From an optimization exercise on the open Yosys and OpenROAD flow, aimed at small area, a short achievable clock period and few clock cycles per item; shortcuts taken in it are not production practice.
Function was checked by simulation only, so behaviour that the tests miss may differ from the original.

File: flow/config.mk
export PLATFORM = sky130hd
export DESIGN_NAME = conv33
export DESIGN_NICKNAME = conv33
export VERILOG_FILES = /design/flow/design.v
export SDC_FILE = /design/flow/constraint.sdc
export NUM_CORES = 4
export LEC_CHECK = 0
export CAP_MARGIN = 20
export CORE_MARGIN = 2
export CORE_UTILIZATION = 40
export PLACE_DENSITY = 0.6
export SLEW_MARGIN = 20
File: flow/constraint.sdc
create_clock -name core_clock -period 12.0 [get_ports {clk}]
set_input_delay 2.4000 -clock core_clock [delete_from_list [all_inputs] [get_ports {clk}]]
set_output_delay 2.4000 -clock core_clock [all_outputs]
set_load 0.01 [all_outputs]
File: flow/design.v
module conv33_ctrl (
    input  wire clk,
    input  wire rst,
    input  wire input_valid_in,
    output wire input_ready_out,
    output wire calc_start,
    output wire out_valid_out,
    input  wire out_ready_in,
    output wire done
);
    localparam IDLE    = 2'd0;
    localparam COMPUTE = 2'd1;
    localparam OUTPUT  = 2'd2;
    reg [1:0] state, nxt;
    always @(posedge clk or posedge rst) begin
        if (rst)
            state <= IDLE;
        else
            state <= nxt;
    end
    always @(*) begin
        case (state)
            IDLE:    nxt = input_valid_in ? COMPUTE : IDLE;
            COMPUTE: nxt = OUTPUT;
            OUTPUT:  nxt = out_ready_in   ? IDLE    : OUTPUT;
            default: nxt = IDLE;
        endcase
    end
    assign input_ready_out = (state == IDLE);
    assign calc_start      = (state == COMPUTE);
    assign out_valid_out   = (state == OUTPUT);
    assign done            = out_valid_out && out_ready_in;
endmodule
module conv33_weight_buffer #(
    parameter DATA_WIDTH = 8
)(
    input  wire                   clk,
    input  wire                   rst,
    input  wire                   start,
    input  wire                   valid_in,
    output wire                   ready_out,
    input  wire [DATA_WIDTH-1:0]  data_in,
    output reg  [DATA_WIDTH-1:0]  weight_0,
    output reg  [DATA_WIDTH-1:0]  weight_1,
    output reg  [DATA_WIDTH-1:0]  weight_2,
    output reg  [DATA_WIDTH-1:0]  weight_3,
    output reg  [DATA_WIDTH-1:0]  weight_4,
    output reg  [DATA_WIDTH-1:0]  weight_5,
    output reg  [DATA_WIDTH-1:0]  weight_6,
    output reg  [DATA_WIDTH-1:0]  weight_7,
    output reg  [DATA_WIDTH-1:0]  weight_8
);
    reg [DATA_WIDTH-1:0] buffer [0:8];
    reg [3:0] cnt;
    assign ready_out = (cnt < 9) && !start;
    always @(posedge clk or posedge rst) begin
        if (rst)
            cnt <= 0;
        else if (start)
            cnt <= 0;
        else if (valid_in && ready_out)
            cnt <= cnt + 1;
    end
    always @(posedge clk) begin
        if (valid_in && ready_out)
            buffer[cnt] <= data_in;
    end
    always @(posedge clk or posedge rst) begin
        if (rst) begin
            weight_0 <= 0; weight_1 <= 0; weight_2 <= 0;
            weight_3 <= 0; weight_4 <= 0; weight_5 <= 0;
            weight_6 <= 0; weight_7 <= 0; weight_8 <= 0;
        end else if (start) begin
            weight_0 <= buffer[0]; weight_1 <= buffer[1]; weight_2 <= buffer[2];
            weight_3 <= buffer[3]; weight_4 <= buffer[4]; weight_5 <= buffer[5];
            weight_6 <= buffer[6]; weight_7 <= buffer[7]; weight_8 <= buffer[8];
        end
    end
endmodule
module conv33_input_buffer #(
    parameter DATA_WIDTH = 8
)(
    input  wire clk,
    input  wire rst,
    input  wire valid_in,
    input  wire ready_out,
    input  wire [DATA_WIDTH-1:0] in_0_0,
    input  wire [DATA_WIDTH-1:0] in_0_1,
    input  wire [DATA_WIDTH-1:0] in_0_2,
    input  wire [DATA_WIDTH-1:0] in_1_0,
    input  wire [DATA_WIDTH-1:0] in_1_1,
    input  wire [DATA_WIDTH-1:0] in_1_2,
    input  wire [DATA_WIDTH-1:0] in_2_0,
    input  wire [DATA_WIDTH-1:0] in_2_1,
    input  wire [DATA_WIDTH-1:0] in_2_2,
    output reg  [DATA_WIDTH-1:0] out_0_0,
    output reg  [DATA_WIDTH-1:0] out_0_1,
    output reg  [DATA_WIDTH-1:0] out_0_2,
    output reg  [DATA_WIDTH-1:0] out_1_0,
    output reg  [DATA_WIDTH-1:0] out_1_1,
    output reg  [DATA_WIDTH-1:0] out_1_2,
    output reg  [DATA_WIDTH-1:0] out_2_0,
    output reg  [DATA_WIDTH-1:0] out_2_1,
    output reg  [DATA_WIDTH-1:0] out_2_2
);
    always @(posedge clk or posedge rst) begin
        if (rst) begin
            out_0_0 <= 0; out_0_1 <= 0; out_0_2 <= 0;
            out_1_0 <= 0; out_1_1 <= 0; out_1_2 <= 0;
            out_2_0 <= 0; out_2_1 <= 0; out_2_2 <= 0;
        end else if (valid_in && ready_out) begin
            out_0_0 <= in_0_0; out_0_1 <= in_0_1; out_0_2 <= in_0_2;
            out_1_0 <= in_1_0; out_1_1 <= in_1_1; out_1_2 <= in_1_2;
            out_2_0 <= in_2_0; out_2_1 <= in_2_1; out_2_2 <= in_2_2;
        end
    end
endmodule
module conv33_calc #(
    parameter DATA_WIDTH = 8,
    parameter MUL_WIDTH  = 16,
    parameter OUT_WIDTH  = 32
)(
    input  wire                   clk,
    input  wire                   rst,
    input  wire                   start,
    input  wire signed [DATA_WIDTH-1:0]  data_0_0,
    input  wire signed [DATA_WIDTH-1:0]  data_0_1,
    input  wire signed [DATA_WIDTH-1:0]  data_0_2,
    input  wire signed [DATA_WIDTH-1:0]  data_1_0,
    input  wire signed [DATA_WIDTH-1:0]  data_1_1,
    input  wire signed [DATA_WIDTH-1:0]  data_1_2,
    input  wire signed [DATA_WIDTH-1:0]  data_2_0,
    input  wire signed [DATA_WIDTH-1:0]  data_2_1,
    input  wire signed [DATA_WIDTH-1:0]  data_2_2,
    input  wire signed [DATA_WIDTH-1:0]  weight_0,
    input  wire signed [DATA_WIDTH-1:0]  weight_1,
    input  wire signed [DATA_WIDTH-1:0]  weight_2,
    input  wire signed [DATA_WIDTH-1:0]  weight_3,
    input  wire signed [DATA_WIDTH-1:0]  weight_4,
    input  wire signed [DATA_WIDTH-1:0]  weight_5,
    input  wire signed [DATA_WIDTH-1:0]  weight_6,
    input  wire signed [DATA_WIDTH-1:0]  weight_7,
    input  wire signed [DATA_WIDTH-1:0]  weight_8,
    output reg  signed [OUT_WIDTH-1:0]   result
);
    wire signed [MUL_WIDTH-1:0] mul_0 = data_0_0 * weight_0;
    wire signed [MUL_WIDTH-1:0] mul_1 = data_0_1 * weight_1;
    wire signed [MUL_WIDTH-1:0] mul_2 = data_0_2 * weight_2;
    wire signed [MUL_WIDTH-1:0] mul_3 = data_1_0 * weight_3;
    wire signed [MUL_WIDTH-1:0] mul_4 = data_1_1 * weight_4;
    wire signed [MUL_WIDTH-1:0] mul_5 = data_1_2 * weight_5;
    wire signed [MUL_WIDTH-1:0] mul_6 = data_2_0 * weight_6;
    wire signed [MUL_WIDTH-1:0] mul_7 = data_2_1 * weight_7;
    wire signed [MUL_WIDTH-1:0] mul_8 = data_2_2 * weight_8;
    wire signed [MUL_WIDTH:0]   sum_0    = mul_0 + mul_1;
    wire signed [MUL_WIDTH:0]   sum_1    = mul_2 + mul_3;
    wire signed [MUL_WIDTH:0]   sum_2    = mul_4 + mul_5;
    wire signed [MUL_WIDTH:0]   sum_3    = mul_6 + mul_7;
    wire signed [MUL_WIDTH+1:0] sum_4    = sum_0 + sum_1;   
    wire signed [MUL_WIDTH+1:0] sum_5    = sum_2 + sum_3;   
    wire signed [OUT_WIDTH-1:0] conv_sum = sum_4 + sum_5 + mul_8;   
    always @(posedge clk or posedge rst) begin
        if (rst)
            result <= 0;
        else if (start)
            result <= conv_sum;
    end
endmodule
module conv33 #(
    parameter                       DATA_WIDTH = 8,
    parameter                       MUL_WIDTH  = 16,
    parameter                       OUT_WIDTH  = 32
)(
    input  wire                     clk,
    input  wire                     rst,
    input  wire                     start,
    output wire                     done,
    input  wire                     input_valid_in,
    output wire                     input_ready_out,
    input  wire                     weight_valid_in,
    output wire                     weight_ready_out,
    output wire                     out_valid_out,
    input  wire                     out_ready_in,
    input  wire [DATA_WIDTH-1:0]    weight_data,
    input  wire [DATA_WIDTH-1:0]    data_in_0_0,
    input  wire [DATA_WIDTH-1:0]    data_in_0_1,
    input  wire [DATA_WIDTH-1:0]    data_in_0_2,
    input  wire [DATA_WIDTH-1:0]    data_in_1_0,
    input  wire [DATA_WIDTH-1:0]    data_in_1_1,
    input  wire [DATA_WIDTH-1:0]    data_in_1_2,
    input  wire [DATA_WIDTH-1:0]    data_in_2_0,
    input  wire [DATA_WIDTH-1:0]    data_in_2_1,
    input  wire [DATA_WIDTH-1:0]    data_in_2_2,
    output wire [OUT_WIDTH-1:0]     out_data
);
    wire calc_start;
    wire [DATA_WIDTH-1:0] weight_0, weight_1, weight_2,
                          weight_3, weight_4, weight_5,
                          weight_6, weight_7, weight_8;
    wire [DATA_WIDTH-1:0] data_0_0, data_0_1, data_0_2,
                          data_1_0, data_1_1, data_1_2,
                          data_2_0, data_2_1, data_2_2;
    wire signed [OUT_WIDTH-1:0] result;
    conv33_ctrl u_ctrl(
        .clk                (clk),
        .rst                (rst),
        .input_valid_in     (input_valid_in),
        .input_ready_out    (input_ready_out),
        .calc_start         (calc_start),
        .out_valid_out      (out_valid_out),
        .out_ready_in       (out_ready_in),
        .done               (done)
    );
    conv33_weight_buffer #(.DATA_WIDTH(DATA_WIDTH)) u_weight(
        .clk                (clk),
        .rst                (rst),
        .start              (start),
        .valid_in           (weight_valid_in),
        .ready_out          (weight_ready_out),
        .data_in            (weight_data),
        .weight_0           (weight_0),
        .weight_1           (weight_1),
        .weight_2           (weight_2),
        .weight_3           (weight_3),
        .weight_4           (weight_4),
        .weight_5           (weight_5),
        .weight_6           (weight_6),
        .weight_7           (weight_7),
        .weight_8           (weight_8)
    );
    conv33_input_buffer #(.DATA_WIDTH(DATA_WIDTH)) u_input(
        .clk                (clk),
        .rst                (rst),
        .valid_in           (input_valid_in),
        .ready_out          (input_ready_out),
        .in_0_0             (data_in_0_0),
        .in_0_1             (data_in_0_1),
        .in_0_2             (data_in_0_2),
        .in_1_0             (data_in_1_0),
        .in_1_1             (data_in_1_1),
        .in_1_2             (data_in_1_2),
        .in_2_0             (data_in_2_0),
        .in_2_1             (data_in_2_1),
        .in_2_2             (data_in_2_2),
        .out_0_0            (data_0_0),
        .out_0_1            (data_0_1),
        .out_0_2            (data_0_2),
        .out_1_0            (data_1_0),
        .out_1_1            (data_1_1),
        .out_1_2            (data_1_2),
        .out_2_0            (data_2_0),
        .out_2_1            (data_2_1),
        .out_2_2            (data_2_2)
    );
    conv33_calc #(
        .DATA_WIDTH         (DATA_WIDTH),
        .MUL_WIDTH          (MUL_WIDTH),
        .OUT_WIDTH          (OUT_WIDTH)
    ) u_calc(
        .clk                (clk),
        .rst                (rst),
        .start              (calc_start),
        .data_0_0           (data_0_0),
        .data_0_1           (data_0_1),
        .data_0_2           (data_0_2),
        .data_1_0           (data_1_0),
        .data_1_1           (data_1_1),
        .data_1_2           (data_1_2),
        .data_2_0           (data_2_0),
        .data_2_1           (data_2_1),
        .data_2_2           (data_2_2),
        .weight_0           (weight_0),
        .weight_1           (weight_1),
        .weight_2           (weight_2),
        .weight_3           (weight_3),
        .weight_4           (weight_4),
        .weight_5           (weight_5),
        .weight_6           (weight_6),
        .weight_7           (weight_7),
        .weight_8           (weight_8),
        .result             (result)
    );
    assign out_data = result;
endmodule
File: flow/run.sh
#!/bin/bash
# synth_recipe.tcl (not shown) runs the flow's synth.tcl, then flattens the netlist and writes it again
# the make line also repeats each setting of config.mk as NAME=value (left out here)
make -C /OpenROAD-flow-scripts/flow DESIGN_CONFIG=/design/flow/config.mk WORK_HOME=/design/flow/orfs CLKGATE_MAP_FILE= SYNTH_SCRIPT=/design/flow/synth_recipe.tcl finish
==> results.ini <==
[clocking]
cts_hold_buf = 0
clk_path_buf_depth = 3
clk-insertion-delay-late_ns = 0.56
htree_num_levels = 2
clk_pin_slew_ns = 0.06
cts_tree = built
numCtsBuffers = 37
root_buffer = clkbuf_16
cts_sinks = 254

[drt]
antenna_left = 0
vias_per_cell = 4.760
drt_iter0_markers = 1264
dr.pass1.iters = 5
drt-total-wl_mm = 90.81
vias = 21834
wire_per_inst_um = 19.80
drcViolationCount = 0

[layout]
drive_gt1_share_pct = 11.37
nets = 4508
fill_cells = 8162
layout_common_cells = inv_1 (838), fa_1 (768), and2_1 (336)
syn_to_final_growth_pct = 13.49
final_cells = 4587
final_common_cell = inv_1

[min_path]
hold_path.class = register to register
min-delay-start = u_weight.buffer[5][3]$_DFFE_PP_

[yosys]
synth_area_um2 = 35290
synth_edf_count = 72
synth-main-ff-cell = dfrtp_1
avgSynthCellArea_um2 = 11.07
synth_seq_area_share_pct = 19.03
yosysWarnings = 4
yosys.area.top_type = fa_1
synth_top_cell_area_share_pct = 44.41
ys_ff_latch = 254
synth_cells = 3188
async_flop_share_pct = 71.65
netlist_top_cells_area = fa_1 (44%), dfrtp_1 (13%), inv_1 (9.0%)
synth.distinct_cells = 65
synth_nets = 4291

[die]
die_area_um2 = 90620
die_w_um = 301.0
fp.dieH_um = 301.0
ios = 122
initial_utilization_pct = 40.49
fp-row-count = 108
coreArea_um2 = 87160

[critical_path]
cp_max_fo = 9
crit_required_ns = 12.43
critPathLaunchType = register
slowest_stage = fa_1
cpLargestDelayFamily = adder cells
crit_type = register to register
worstSetupStartpoint = u_weight.weight_1[1]$_DFFE_PP0P_
crit_top_cell = fa_1
path_buf_inv = 8
reg2reg_from = u_weight.weight_1[1]$_DFFE_PP0P_
cp.arrival_ns = 12.03
cp_slowest_stage_delay_ns = 0.63
crit_path_end_kind = register

[sta]
fin_crit_sh_pct = 96.66
slew_viol_final = 0
skew_ns = 0.03590
hold_viol = 0
worstMarginPinSlew_ns = 0.8555
final.min_clock_period_ns = 11.60
relSlewSlack_pct = 42.97
finalSetupViolations = 0
max_freq_ghz = 0.08622
worst_slack_ns = 0.4013

[grt]
grt_pass1_vias = 23857
antenna_found_initial = 7
grt_pass1_wl_mm = 142.1
grt.overflow.total = 0
grt_start_max_net_pins = 82
track_usage_pct = 20.99

[placed_design]
dp_cells = 4501
numPortBuffers = 121
place.gp.congestion = 0.9109
hpwlAfterDp_mm = 77.16
pre_cts_ws_ns = 0.002613

[flow_run]
cap_violations = 0

[status]
outcome = timing/DRC/antenna clean

==> worst paths after layout <==
| kind | cells after the start | endpoint | slack [ns] |
|---|---|---|---|
| worst max register to register | 36 | u_calc.result[21]$_DFFE_PP0P_ | 0.40 |
| min in group asynchronous | 2 | u_calc.result[2]$_DFFE_PP0P_ | 2.36 |
| worst min register to register | 1 | u_weight.weight_5[3]$_DFFE_PP0P_ | 0.45 |
| worst max-delay path | 36 | u_calc.result[21]$_DFFE_PP0P_ | 0.40 |
| max in group asynchronous | 3 | u_weight.weight_1[4]$_DFFE_PP0P_ | 8.19 |
| worst min-delay path | 1 | u_weight.weight_5[3]$_DFFE_PP0P_ | 0.45 |
==> cell type report <==
cell class | instances | area, µm² | area share [%]
Clock inverter | 15 | 180.2 | 0.4498
Sequential cell | 254 | 6744 | 16.84
Clock buffer | 49 | 1011 | 2.524
Tap cell | 1155 | 1445 | 3.608
Multi-Input combinational cell | 2034 | 25430 | 63.50
Timing Repair Buffer | 234 | 2052 | 5.123
Antenna cell | 2 | 5.005 | 0.01250
Inverter | 844 | 3183 | 7.947
==> layer usage <==
layer  wire, µm  share of wire [%]  up-vias  global-route usage (%)
met2      44030                 48      399                   34.65
li1           -                  -     9846                       -
met1      39570                 44    11493                   28.77
met5         37              0.041        -                       0
met3       5227                5.8       92                   4.113
met4       1946                2.1        4                   4.584
==> Yosys cell counts (all sizes together) (3+ instances only) <==
library cell,count
xor2,16
nand3,9
a21oi,19
inv,843
nor2,54
o21bai,3
clkbuf,51
fa,783
mux2,140
o21a,5
and2,341
buf,5
nor3,8
o21ai,36
ha,234
a211oi,8
xnor2,33
a21o,12
edfxtp,72
nor2b,20
nor3b,3
nand2,222
nand2b,41
nand3b,3
a31oi,3
o2111ai,3
o211ai,4
dfrtp,182
==> stage by stage <==
step	instance area [µm²]	hold WS [ns]	TNS, ns	util, %
after floorplan	35290	0.4297	0	-
after global placement	38430	0.4336	0	44.09
after detailed placement	38430	0.4407	0	44.09
after CTS	39620	0.4460	0	45.45
after global routing	40050	0.4675	-0.09618	45.95
final	40050	0.4451	0	45.95
==> timing repair <==
action	CTS	global route
setup endpoints to repair	2	14
hold endpoints to repair	0	0
pin swaps	0	17
setup buffers	0	20
gates resized for setup	1	76
==> registers in the layout (all words and copies together), names as in the netlist, 4 cells and up <==
name / cells
u_weight.weight_5: 8
u_input.out_1_0: 8
u_input.out_0_1: 8
u_input.out_0_0: 8
u_weight.weight_8: 8
u_input.out_1_2: 8
u_weight.weight_3: 8
u_calc.result: 32
u_weight.cnt: 4
u_weight.weight_2: 8
u_input.out_1_1: 8
u_input.out_2_0: 8
u_weight.weight_4: 8
u_input.out_0_2: 8
u_weight.weight_7: 8
u_weight.buffer: 72
u_input.out_2_1: 8
u_input.out_2_2: 8
u_weight.weight_0: 8
u_weight.weight_1: 8
u_weight.weight_6: 8
==> cells by family after synthesis <==
kind of cell	count (synthesis)	share of synthesized area [%]
compound gates	116	2.276
fa+ha+maj	1017	52.71
xor+xnor	49	1.216
flops	254	19.03
simple gates	712	10.67
mux	140	4.467
buf+inv	900	9.632
Testbench counts, summed over its fixed seeds: cycles 12,360, items 4,096.

re-timing with driven ports:
The flow's constraints put no driver on any port. The routed layout listed below was extracted and timed again, unchanged, in two steps. Step 1, drivers: a clkbuf_16 drives clk and a buf_2 each remaining input, both assumed. Step 2 times the ports against the registers' clock, not the clock port: input delays grow and output delays shrink by t, the midpoint of the rising clock arrivals with the driver on. Three values: no drivers, after step 1, after step 2; two values: the first two.
t, ns: 0.609
setup slack, ns: 0.401 / 0.401 / 0.401
worst setup path after step 2: register to register
worst data-port slew with drivers (ns): 0.07
After both steps this run still meets setup and hold. The setup slack of this run moves by 0.000 ns with the drivers and by 0.000 ns with both steps.
